This design comes from an exercise in tuning for small area on the open sky130 flow, not from production work.
Only simulation tests tie the RTL to the original design; equivalence was not proved.
The clock port is modelled as an ideal driver, which makes a skipped or thinned clock tree look cheaper than it is; a real chip needs a root buffer or a tree.
Power is estimated from default activity; no workload was simulated.

## the previous run
==> flow/design.v <==
`timescale 1ns / 1ps
module uart_main(
     input logic clk_in,
     input logic  reset,
     input logic [1:0]S,
     input logic Load,
     input logic [7:0]data_board,
     output logic serial_out,
     input logic serial_in,
     output logic [7:0]register
   );
    logic [12:0] txc, txcn;
    logic [1:0] txq;
    wire txeq = (txc == 13'd7478);
    wire txdbl = S[1] ~^ S[0];
    wire txtick = txeq & (txdbl ? (txq[1] & ~txq[0]) : txq[0]);
    assign txcn[0] = txeq ? 1'b1 : txc[12] ^ txc[7];
    assign txcn[1] = txeq ? 1'b0 : txc[0];
    assign txcn[2] = txeq ? 1'b1 : txc[1];
    assign txcn[3] = txeq ? 1'b1 : txc[2];
    assign txcn[4] = txeq ? 1'b1 : txc[3];
    assign txcn[5] = txeq ? 1'b1 : txc[4];
    assign txcn[6] = txeq ? 1'b1 : txc[5];
    assign txcn[7] = txeq ? 1'b0 : txc[6];
    assign txcn[8] = txeq ? 1'b0 : txc[7];
    assign txcn[9] = txeq ? 1'b1 : txc[8];
    assign txcn[10] = txeq ? 1'b0 : txc[9];
    assign txcn[11] = txeq ? S[1] : txc[10];
    assign txcn[12] = txeq ? 1'b1 : txc[11];
    always_ff @(posedge clk_in) begin   
        if (reset) begin
            txc <= 13'd7835;
            txq <= 2'd0;
        end else begin
            txc <= txcn;
            if (txeq) txq <= txq + 2'd1;
        end
    end
    logic [9:0] rxc, rxcn;
    logic rxt;
    wire rxeq = (rxc == 10'd362);
    wire rxtick = rxeq & rxt;
    assign rxcn[0] = rxeq ? 1'b1 : rxc[9] ^ rxc[6];
    assign rxcn[1] = rxeq ? 1'b0 : rxc[0];
    assign rxcn[2] = rxeq ? 1'b1 : rxc[1];
    assign rxcn[3] = rxeq ? ~(~S[1] & S[0]) : rxc[2];
    assign rxcn[4] = rxeq ? ~S[1] : rxc[3];
    assign rxcn[5] = rxeq ? ~S[0] : rxc[4];
    assign rxcn[6] = rxeq ? ~(S[1] & S[0]) : rxc[5];
    assign rxcn[7] = rxeq ? 1'b1 : rxc[6];
    assign rxcn[8] = rxeq ? 1'b1 : rxc[7];
    assign rxcn[9] = rxeq ? S[0] : rxc[8];
    always_ff @(posedge clk_in) begin   
        if (reset) begin
            rxc <= 10'd181;
            rxt <= 1'b0;
        end else begin
            rxc <= rxcn;
            rxt <= rxt ^ rxeq;
        end
    end
    logic [3:0] e;
    logic transmit, a;
    logic [7:0] data_1;
    wire tx_idle = e[3] & ~e[1];
    always_ff @(posedge clk_in or posedge reset) begin
        if (reset) begin
            e <= 4'd8;
        end else if (txtick) begin
            if (tx_idle) begin
                if (transmit) e <= 4'd14;
            end else begin
                e <= e + 4'd1;
            end
        end
    end
    always_ff @(posedge clk_in) begin   
        if (reset) begin
            transmit <= 1'b0;
            a <= 1'b0;
        end else if (txtick && tx_idle) begin
            a <= Load;
            if (!Load) transmit <= a;
        end
    end
    always_ff @(posedge clk_in) begin
        if (txtick && tx_idle && Load) data_1 <= data_board;
    end
    assign serial_out = e[3] ? ~e[0] : data_1[e[2:0]];
    logic [3:0] st, cnt;
    wire rx_idle = st[3] & ~st[1] & st[0];
    wire rx_last = (cnt == 4'd15);
    wire [3:0] st_inc = (st[3] & ~st[0] & ~serial_in) ? st : st + 4'd1;
    always_ff @(posedge clk_in) begin   
        if (reset) begin
            st <= 4'd9;
            cnt <= 4'd6;
        end else if (rxtick) begin
            cnt <= rx_idle ? 4'd6 : cnt + 4'd1;
            if (rx_idle) begin
                st <= serial_in ? 4'd9 : (st[2] ? 4'd13 : 4'd15);
            end else if (rx_last) begin
                st <= st_inc;
            end
        end
    end
    genvar i;
    for (i = 0; i < 8; i = i + 1) begin : g_reg
        always_ff @(posedge clk_in or posedge reset) begin
            if (reset) register[i] <= 1'b0;
            else if (rxtick && rx_last && st == i) register[i] <= serial_in;
        end
    end
endmodule
Settings: LEC_CHECK=0, CAP_MARGIN=20, CORE_MARGIN=2, CORE_UTILIZATION=40, GPL_TIMING_DRIVEN=0, SLEW_MARGIN=20; clock period 10.0 ns.
standard.sh (not shown) runs the stock make flow with config.mk's settings and CLKGATE_MAP_FILE= SYNTH_SCRIPT=/design/flow/synth_recipe.tcl, a recipe that flattens the netlist after the stock synthesis.
==> flow/flow/run.sh <==
#!/bin/bash
# Layout flow: the standard ORFS flow (standard.sh), with its synthesis unchanged, except that
#  - the combinational logic of the synthesized netlist is re-mapped for area by ABC
#    (flow/resynth.sh); every flip-flop keeps its instance name, cell type and connections;
#  - ports are buffered with buf_1 instead of the default port buffer;
#  - before CTS, flow/cts_hook.tcl gives the logic the smallest cells of the same function
#    and builds a one-level clock tree of CLK_CLUSTERS clock buffers in place of the H-tree.
# Logs: standard_synth.log and standard.log (make), resynth/ (yosys), orfs/logs (each step).
set -euo pipefail
export CLK_BUF=sky130_fd_sc_hd__clkbuf_8
export CLK_CLUSTERS=3
R=$PWD/orfs/results/sky130hd/uart_main/base
bash standard.sh synth > standard_synth.log 2>&1
cp $R/1_2_yosys.v $R/1_2_yosys_standard.v
bash flow/resynth.sh $R/1_2_yosys_standard.v $R/1_2_yosys.v $PWD > resynth.log 2>&1
bash standard.sh \
  BUFFER_PORTS_ARGS="-buffer_cell sky130_fd_sc_hd__buf_1" \
  PRE_CTS_TCL="$PWD/flow/cts_hook.tcl" \
  finish > standard.log 2>&1
Other scripts of this flow, unchanged in this note and not shown: flow/flow/cts_clusters.tcl, flow/flow/cts_hook.tcl, flow/flow/downsize.tcl, flow/flow/resynth.sh
Relative to the previous run, the following input files were edited for the current run:
--- a/flow/design.v
+++ b/flow/design.v
@@ -36,25 +36,25 @@
             if (txeq) txq <= txq + 2'd1;
         end
     end
     logic [9:0] rxc, rxcn;
     logic rxt;
-    wire rxeq = (rxc == 10'd362);
+    wire rxeq = (rxc == 10'd181);
     wire rxtick = rxeq & rxt;
-    assign rxcn[0] = rxeq ? 1'b1 : rxc[9] ^ rxc[6];
-    assign rxcn[1] = rxeq ? 1'b0 : rxc[0];
-    assign rxcn[2] = rxeq ? 1'b1 : rxc[1];
-    assign rxcn[3] = rxeq ? ~(~S[1] & S[0]) : rxc[2];
-    assign rxcn[4] = rxeq ? ~S[1] : rxc[3];
-    assign rxcn[5] = rxeq ? ~S[0] : rxc[4];
-    assign rxcn[6] = rxeq ? ~(S[1] & S[0]) : rxc[5];
+    assign rxcn[0] = rxeq ? 1'b0 : rxc[9] ^ rxc[6];
+    assign rxcn[1] = rxeq ? 1'b1 : rxc[0];
+    assign rxcn[2] = rxeq ? ~(~S[1] & S[0]) : rxc[1];
+    assign rxcn[3] = rxeq ? ~S[1] : rxc[2];
+    assign rxcn[4] = rxeq ? ~S[0] : rxc[3];
+    assign rxcn[5] = rxeq ? ~(S[1] & S[0]) : rxc[4];
+    assign rxcn[6] = rxeq ? 1'b1 : rxc[5];
     assign rxcn[7] = rxeq ? 1'b1 : rxc[6];
-    assign rxcn[8] = rxeq ? 1'b1 : rxc[7];
-    assign rxcn[9] = rxeq ? S[0] : rxc[8];
+    assign rxcn[8] = rxeq ? S[0] : rxc[7];
+    assign rxcn[9] = rxeq ? 1'b0 : rxc[8];
     always_ff @(posedge clk_in) begin   
         if (reset) begin
-            rxc <= 10'd181;
+            rxc <= 10'd90;
             rxt <= 1'b0;
         end else begin
             rxc <= rxcn;
             rxt <= rxt ^ rxeq;
         end
### Flow results
- The current run ends up with higher final cell count than the previous run does.
- A critical-path cell with the highest stage delay of sky130_fd_sc_hd__clkinv_1 is what the previous run shows, while sky130_fd_sc_hd__nor2b_1 belongs to the current run.
- Between the previous run and the current run, the flow reports power decreasing slightly.
- There was hardly any difference in final area between the previous run and the current run.
- Comparing the current run with the previous run, the placeable core region came out essentially unchanged.
- Between the previous run and the current run, the flow reports multi-input gate area in the final layout decreasing by a few percent.
- Area of the die across the previous run and the current run: no real change.
- The run showing the smaller count of filler cells inserted in the layout is the current run.
No run of this note takes its clock network from TritonCTS; it comes from the design's own scripts or RTL.

-- static timing again, ports no longer ideal --
In the flow no input, the clock included, has a driving cell. The finished layouts below were timed again as built, in two steps.
Step 1, drivers: a clkbuf_16 drives clk_in and a buf_2 each remaining input, both assumed.
Step 2, shift: input delay + t, output delay - t, t = (earliest + latest rising clock arrival at the registers) / 2. This alone moves slack from input paths to output paths.
Three values: no drivers, after step 1, after step 2; two values: the first two.
run	t (ns)	setup WS [ns]	clock arrival spread, ns
the previous run	0.208	5.862 / 5.882 / 5.674	0.007 / 0.007
the current run	0.206	6.265 / 6.287 / 6.081	0.008 / 0.008
After both steps setup and hold are still met in every run listed. The setup slack of the previous run, which loses most, moves by +0.020 ns with the drivers and by -0.188 ns with both steps.
